Background: an optimization exercise with open tools, aiming at small area. Do not read the settings as production practice. RTL that was checked went through simulation tests only; none was proved equivalent to the original. No activity file was given, so power comes from the tool's default toggle rates.

// router_top
module router_top (
    input           clock,
    input           resetn,
    input           read_enb_0,
    input           read_enb_1,
    input           read_enb_2,
    input           pkt_valid,
    input  [7:0]    data_in,
    output          valid_out_0,
    output          valid_out_1,
    output          valid_out_2,
    output          error,
    output          busy,
    output [7:0]    data_out_0,
    output [7:0]    data_out_1,
    output [7:0]    data_out_2
);
==> module router_sync, before the edit <==
module router_sync (
    input      clock,
    input      resetn,
    input      vld,
    input      read_enb,
    output     soft_reset
);
    reg [4:0] count;
    assign soft_reset = (count == 5'b10000);
    always @(posedge clock) begin
        if (!resetn || !vld || read_enb)
            count <= 5'd0;
        else
            count <= {count[3:0], ~(count[4] ^ count[2]) ^ (&count[3:0])};
    end
endmodule
==> module router_fsm, before the edit <==
module router_fsm (
    input        clock,
    input        resetn,
    input        pkt_valid,
    input        parity_done,
    input  [2:0] soft_reset,
    input        low_pkt_valid,
    input  [2:0] fifo_empty,
    input  [2:0] fifo_full_n,
    input  [1:0] data_in,
    output       busy,
    output       detect_add,
    output       ld_state,
    output       laf_state,
    output       rst_int_reg,
    output       fifo_full,
    output [2:0] write_enb
);
    localparam DECODE_ADDRESS = 3'd5;
    localparam LOAD_FIRST_DATA = 3'd1;
    localparam LOAD_DATA = 3'd2;
    localparam FIFO_FULL_STATE = 3'd3;
    localparam LOAD_AFTER_FULL = 3'd7;
    localparam LOAD_PARITY = 3'd6;
    localparam CHECK_PARITY_ERROR = 3'd4;
    localparam WAIT_TILL_EMPTY = 3'd0;
    reg [2:0] state, next_state;
    reg [1:0] addr;
    wire addr_empty = (addr == 2'd0) ? fifo_empty[0] :
                      (addr == 2'd1) ? fifo_empty[1] :
                      (addr == 2'd2) ? fifo_empty[2] : 1'b0;
    assign fifo_full = (addr == 2'd0) ? fifo_full_n[0] :
                       (addr == 2'd1) ? fifo_full_n[1] :
                       (addr == 2'd2) ? fifo_full_n[2] : 1'b0;
    wire addr_sr    = (addr == 2'd0) ? soft_reset[0] :
                      (addr == 2'd1) ? soft_reset[1] :
                      (addr == 2'd2) ? soft_reset[2] : 1'b0;
    wire in_empty   = (data_in == 2'd0) ? fifo_empty[0] :
                      (data_in == 2'd1) ? fifo_empty[1] : fifo_empty[2];
    assign detect_add  = (state == DECODE_ADDRESS);
    assign ld_state    = (state == LOAD_DATA);
    assign laf_state   = (state == LOAD_AFTER_FULL);
    assign rst_int_reg = (state == CHECK_PARITY_ERROR);
    assign busy        = !(detect_add || ld_state);
    wire write_enb_reg = ld_state || laf_state || (state == LOAD_PARITY);
    always @(posedge clock)
        if (detect_add)
            addr <= data_in;
    reg write_d;
    always @(posedge clock)
        write_d <= write_enb_reg;
    assign write_enb[0] = write_d && addr == 2'd0;
    assign write_enb[1] = write_d && addr == 2'd1;
    assign write_enb[2] = write_d && addr == 2'd2;
    always @(posedge clock) begin
        if (!resetn || addr_sr)
            state <= DECODE_ADDRESS;
        else
            state <= next_state;
    end
    always @(*) begin
        case (state)
            DECODE_ADDRESS:
                if (pkt_valid && data_in != 2'b11)
                    next_state = in_empty ? LOAD_FIRST_DATA : WAIT_TILL_EMPTY;
                else
                    next_state = DECODE_ADDRESS;
            LOAD_FIRST_DATA:
                next_state = LOAD_DATA;
            LOAD_DATA:
                if (fifo_full)
                    next_state = FIFO_FULL_STATE;
                else if (!pkt_valid)
                    next_state = LOAD_PARITY;
                else
                    next_state = LOAD_DATA;
            FIFO_FULL_STATE:
                next_state = fifo_full ? FIFO_FULL_STATE : LOAD_AFTER_FULL;
            LOAD_AFTER_FULL:
                next_state = low_pkt_valid ? LOAD_PARITY : LOAD_DATA;
            LOAD_PARITY:
                next_state = CHECK_PARITY_ERROR;
            CHECK_PARITY_ERROR:
                next_state = fifo_full ? CHECK_PARITY_ERROR : DECODE_ADDRESS;
            default:  
                next_state = addr_empty ? LOAD_FIRST_DATA : WAIT_TILL_EMPTY;
        endcase
    end
endmodule
clock: 5.0 ns
lec_check: 0
abc_area: 0
cap_margin: 0
core_margin: 2
core_utilization: 40
slew_margin: 0
standard.sh (not shown) runs the stock make flow with config.mk's settings and CLKGATE_MAP_FILE= SYNTH_SCRIPT=/design/flow/synth_recipe.tcl, a recipe that flattens the netlist after the stock synthesis.
==> flow/flow/run.sh <==
#!/bin/bash
# The standard layout with three changes:
#  - synthesis replaces the FIFO read multiplexer module (fifo_rdmux) with the
#    gate-level version in flow/fifo_rdmux_gates.v (same function, made by
#    gen/gen_rdmux.py), and ABC maps the rest with flow/abc_amap.script;
#    registers are mapped exactly as in the standard synthesis;
#  - port buffers are plain buf_1 cells;
#  - the clock tree uses clkbuf_8 buffers in small clusters, without dummy loads.
# Each tool's output goes to a log file here; ORFS keeps its own logs under orfs/logs.
set -uo pipefail
HERE=$PWD

# Synthesis script: synth_recipe.tcl with ORFS's synth.tcl replaced by a copy
# that reads the gate-level multiplexer over the RTL one and maps the
# combinational logic with an area-oriented ABC script (flow/abc_amap.script).
sed -e 's|^read_checkpoint \$::env(RESULTS_DIR)/1_1_yosys_canonicalize.rtlil$|&\nread_verilog -overwrite '"$HERE"'/flow/fifo_rdmux_gates.v|' \
    -e 's|^  log_cmd abc {\*}\$abc_args$|  set abc_args [lreplace $abc_args 1 1 '"$HERE"'/flow/abc_amap.script]\n&|' \
    "$FLOW_HOME/scripts/synth.tcl" > "$HERE/flow_synth.tcl"
if ! grep -q 'fifo_rdmux_gates.v' "$HERE/flow_synth.tcl" || ! grep -q 'abc_amap.script' "$HERE/flow_synth.tcl"; then
    echo "run.sh: could not patch synth.tcl" >&2
    exit 1
fi
sed 's|^source \$::env(SCRIPTS_DIR)/synth.tcl$|source '"$HERE"'/flow_synth.tcl|' synth_recipe.tcl > "$HERE/flow_synth_recipe.tcl"
if ! grep -q "flow_synth.tcl" "$HERE/flow_synth_recipe.tcl"; then
    echo "run.sh: could not patch synth_recipe.tcl" >&2
    exit 1
fi
sed 's|SYNTH_SCRIPT=[^ ]*synth_recipe.tcl|SYNTH_SCRIPT='"$HERE"'/flow_synth_recipe.tcl|' standard.sh > "$HERE/flow_standard.sh"
if ! grep -q "flow_synth_recipe.tcl" "$HERE/flow_standard.sh"; then
    echo "run.sh: could not patch standard.sh" >&2
    exit 1
fi

export BUFFER_PORTS_ARGS="-buffer_cell sky130_fd_sc_hd__buf_1"
export CTS_ARGS="-sink_clustering_enable -repair_clock_nets -dont_use_dummy_load -buf_list sky130_fd_sc_hd__clkbuf_8 -sink_clustering_size 16 -sink_clustering_max_diameter 60"
bash "$HERE/flow_standard.sh" > "$HERE/flow_standard.log" 2>&1
Other scripts of this flow, unchanged in this note and not shown: flow/flow/abc_amap.script, flow/flow/fifo_rdmux_gates.v
==> next run, changes <==
--- a/flow/design.v
+++ b/flow/design.v
@@ -65,17 +65,19 @@
     input      clock,
     input      resetn,
     input      vld,
     input      read_enb,
-    output     soft_reset
+    output reg soft_reset
 );
     reg [4:0] count;
-    assign soft_reset = (count == 5'b10000);
-    always @(posedge clock) begin
-        if (!resetn || !vld || read_enb)
-            count <= 5'd0;
-        else
-            count <= {count[3:0], ~(count[4] ^ count[2]) ^ (&count[3:0])};
+    always @(posedge clock) begin
+        if (!resetn || !vld || read_enb) begin
+            soft_reset <= 1'b0;
+            count      <= 5'd0;
+        end else begin
+            soft_reset <= (count == 5'b10000);
+            count      <= {count[3:0], ~(count[4] ^ count[2])};
+        end
     end
 endmodule
 module router_reg (
     input            clock,
@@ -148,16 +150,16 @@
     output       rst_int_reg,
     output       fifo_full,
     output [2:0] write_enb
 );
-    localparam DECODE_ADDRESS = 3'd5;
+    localparam DECODE_ADDRESS = 3'd0;
     localparam LOAD_FIRST_DATA = 3'd1;
-    localparam LOAD_DATA = 3'd2;
+    localparam LOAD_DATA = 3'd6;
     localparam FIFO_FULL_STATE = 3'd3;
-    localparam LOAD_AFTER_FULL = 3'd7;
-    localparam LOAD_PARITY = 3'd6;
-    localparam CHECK_PARITY_ERROR = 3'd4;
-    localparam WAIT_TILL_EMPTY = 3'd0;
+    localparam LOAD_AFTER_FULL = 3'd4;
+    localparam LOAD_PARITY = 3'd2;
+    localparam CHECK_PARITY_ERROR = 3'd7;
+    localparam WAIT_TILL_EMPTY = 3'd5;
     reg [2:0] state, next_state;
     reg [1:0] addr;
     wire addr_empty = (addr == 2'd0) ? fifo_empty[0] :
                       (addr == 2'd1) ? fifo_empty[1] :
Result:
- wire length barely changes
- clock skew stays flat
- synthesized area climbs by 0.52%
- total power climbs by 11%
- cell area climbs by 0.38%

* * *

Setup of 03-13:
Another version of the RTL of router_top (not shown whole).
Size in the first run: ~450 flip-flops, about 43 I/O pins.
==> module fifo_router, before the edit <==
module fifo_router (
    input            clock,
    input            resetn,
    input            write_enb,
    input            soft_reset,
    input            read_enb,
    input      [7:0] data_in,
    output           empty,
    output           full,
    output     [7:0] data_out
);
    reg [7:0] mem [0:15];
    reg [4:0] count;
    reg       out_vld;
    assign empty = (count == 5'd0);
    assign full  = count[4];
    wire push = write_enb & ~full;
    wire pop  = read_enb & ~empty;
    wire [127:0] mem_flat;
    genvar g;
    generate
        for (g = 0; g < 16; g = g + 1) begin : flat
            assign mem_flat[g*8 +: 8] = mem[g];
        end
    endgenerate
    fifo_rdmux rdmux (.d(mem_flat), .sel(count[3:0]), .en(out_vld), .y(data_out));
    wire up = push & ~pop;
    wire dn = pop & ~push;
    wire [4:0] tog;
    assign tog[0] = up | dn;
    assign tog[1] = (up & count[0]) | (dn & ~count[0]);
    assign tog[2] = (up & &count[1:0]) | (dn & ~|count[1:0]);
    assign tog[3] = (up & &count[2:0]) | (dn & ~|count[2:0]);
    assign tog[4] = (up & &count[3:0]) | (dn & ~|count[3:0]);
    always @(posedge clock) begin
        if (!resetn || soft_reset)
            count <= 5'd0;
        else
            count <= count ^ tog;
    end
    always @(posedge clock) begin
        if (!resetn || soft_reset)
            out_vld <= 1'b0;
        else
            out_vld <= pop & ~(|data_out);
    end
    integer i;
    always @(posedge clock) begin
        if (push) begin
            mem[0] <= data_in;
            for (i = 1; i < 16; i = i + 1)
                mem[i] <= mem[i - 1];
        end
    end
endmodule
==> flow/config.mk <==
export PLATFORM = sky130hd
export DESIGN_NAME = router_top
export DESIGN_NICKNAME = router_top
export VERILOG_FILES = /design/flow/design.v
export SDC_FILE = /design/flow/constraint.sdc
export NUM_CORES = 4
export LEC_CHECK = 0
export ABC_AREA = 1
export CAP_MARGIN = 20
export CORE_MARGIN = 2
export CORE_UTILIZATION = 40
export SLEW_MARGIN = 20
==> flow/constraint.sdc <==
create_clock -name core_clock -period 5.0 [get_ports {clock}]
set_input_delay 1.0000 -clock core_clock [delete_from_list [all_inputs] [get_ports {clock}]]
set_output_delay 1.0000 -clock core_clock [all_outputs]
set_load 0.01 [all_outputs]
==> flow/flow/run.sh <==
#!/bin/bash
# The standard layout with three changes:
#  - synthesis replaces the FIFO read multiplexer module (fifo_rdmux) with the
#    gate-level version in flow/fifo_rdmux_gates.v (same function, made by
#    gen/gen_rdmux.py); everything else, registers included, is synthesized
#    exactly as in the standard synthesis;
#  - port buffers are plain buf_1 cells;
#  - the clock tree uses clkbuf_8 buffers in small clusters, without dummy loads.
# Each tool's output goes to a log file here; ORFS keeps its own logs under orfs/logs.
set -uo pipefail
HERE=$PWD

# Synthesis script: synth_recipe.tcl with ORFS's synth.tcl replaced by a copy
# that reads the gate-level multiplexer over the RTL one.
sed 's|^read_checkpoint \$::env(RESULTS_DIR)/1_1_yosys_canonicalize.rtlil$|&\nread_verilog -overwrite '"$HERE"'/flow/fifo_rdmux_gates.v|' \
    "$FLOW_HOME/scripts/synth.tcl" > "$HERE/flow_synth.tcl"
if ! grep -q 'fifo_rdmux_gates.v' "$HERE/flow_synth.tcl"; then
    echo "run.sh: could not patch synth.tcl" >&2
    exit 1
fi
sed 's|^source \$::env(SCRIPTS_DIR)/synth.tcl$|source '"$HERE"'/flow_synth.tcl|' synth_recipe.tcl > "$HERE/flow_synth_recipe.tcl"
if ! grep -q "flow_synth.tcl" "$HERE/flow_synth_recipe.tcl"; then
    echo "run.sh: could not patch synth_recipe.tcl" >&2
    exit 1
fi
sed 's|SYNTH_SCRIPT=[^ ]*synth_recipe.tcl|SYNTH_SCRIPT='"$HERE"'/flow_synth_recipe.tcl|' standard.sh > "$HERE/flow_standard.sh"
if ! grep -q "flow_synth_recipe.tcl" "$HERE/flow_standard.sh"; then
    echo "run.sh: could not patch standard.sh" >&2
    exit 1
fi

export BUFFER_PORTS_ARGS="-buffer_cell sky130_fd_sc_hd__buf_1"
export CTS_ARGS="-sink_clustering_enable -repair_clock_nets -dont_use_dummy_load -buf_list sky130_fd_sc_hd__clkbuf_8 -sink_clustering_size 16 -sink_clustering_max_diameter 60"
bash "$HERE/flow_standard.sh" > "$HERE/flow_standard.log" 2>&1
Other scripts of this flow, unchanged in this note and not shown: flow/flow/fifo_rdmux_gates.v
[inputs] 12-25 vs 03-13
-- flow/design.v --
<<< 03-13, line 25
    endgenerate
    fifo_rdmux rdmux (.d(mem_flat), .sel(count[3:0]), .en(out_vld), .y(data_out));
    wire up = push & ~pop;
    wire dn = pop & ~push;
    wire [4:0] tog;
    assign tog[0] = up | dn;
    assign tog[1] = (up & count[0]) | (dn & ~count[0]);
    assign tog[2] = (up & &count[1:0]) | (dn & ~|count[1:0]);
    assign tog[3] = (up & &count[2:0]) | (dn & ~|count[2:0]);
    assign tog[4] = (up & &count[3:0]) | (dn & ~|count[3:0]);
    always @(posedge clock) begin
        if (!resetn || soft_reset)
            count <= 5'd0;
        else
            count <= count ^ tog;
    end
    always @(posedge clock) begin
>>> 12-25, line 25
    endgenerate
    fifo_rdmux rdmux (.d(mem_flat), .sel(count[3:0]), .en(out_vld), .y(data_out));
    always @(posedge clock) begin
        if (!resetn || soft_reset)
            count <= 5'd0;
        else if (push && !pop)
            count <= count + 5'd1;
        else if (pop && !push)
            count <= count - 5'd1;
    end
    always @(posedge clock) begin
Notes after the runs:
- The final layouts of 03-13 and 12-25 pass the timing, design-rule and antenna checks.
- Cell count after placement: 12-25 vs 03-13 up 26
- 12-25 vs 03-13: detailed-routing wirelength on met1 up by a few percent
- 12-25 vs 03-13 — DRC violation total after the first TritonRoute iteration climbed by a little under 10%
- Re design area: 03-13 was lower than 12-25.
- As of 12-25, largest net degree at the start of global routing had fallen by more than a quarter compared to 03-13.
- The clock-cell share of area of 03-13 and that of 12-25 are within noise of each other.
- Summary: with 03-13 as the reference, count of inverters not on the clock network in the layout in 12-25 moved up by a few percent.
- Number of cells on the worst reg-to-reg path, 03-13 and 12-25: larger value in 12-25
The RTL of 12-25 was laid out without a check of its function.

==> separate check: timing with driven ports <==
The results above use ideal ports. As a check the final layouts listed here were re-extracted and re-timed, cells and wires unchanged.
Step 1, drivers: a clkbuf_16 drives clock and a buf_2 each remaining input, both assumed.
Step 2 moves the port delays by t, midway between the first and last clock arrival at a register: inputs arrive t later, outputs are due t later. That takes back most of the time a late clock gives input paths.
a / b / c = ideal / step 1 / step 2; a / b = the first two.
run	t (ns)	setup slack, ns	worst setup path at the end
the first run of note 1	0.620	1.377 / 1.327 / 1.947	register to register
the second run of note 1	0.631	1.331 / 1.282 / 1.912	register to output
03-13	0.596	1.373 / 1.328 / 1.924	register to output
12-25	0.617	1.178 / 1.127 / 1.745	register to output
After both steps setup and hold are still met in every run listed.
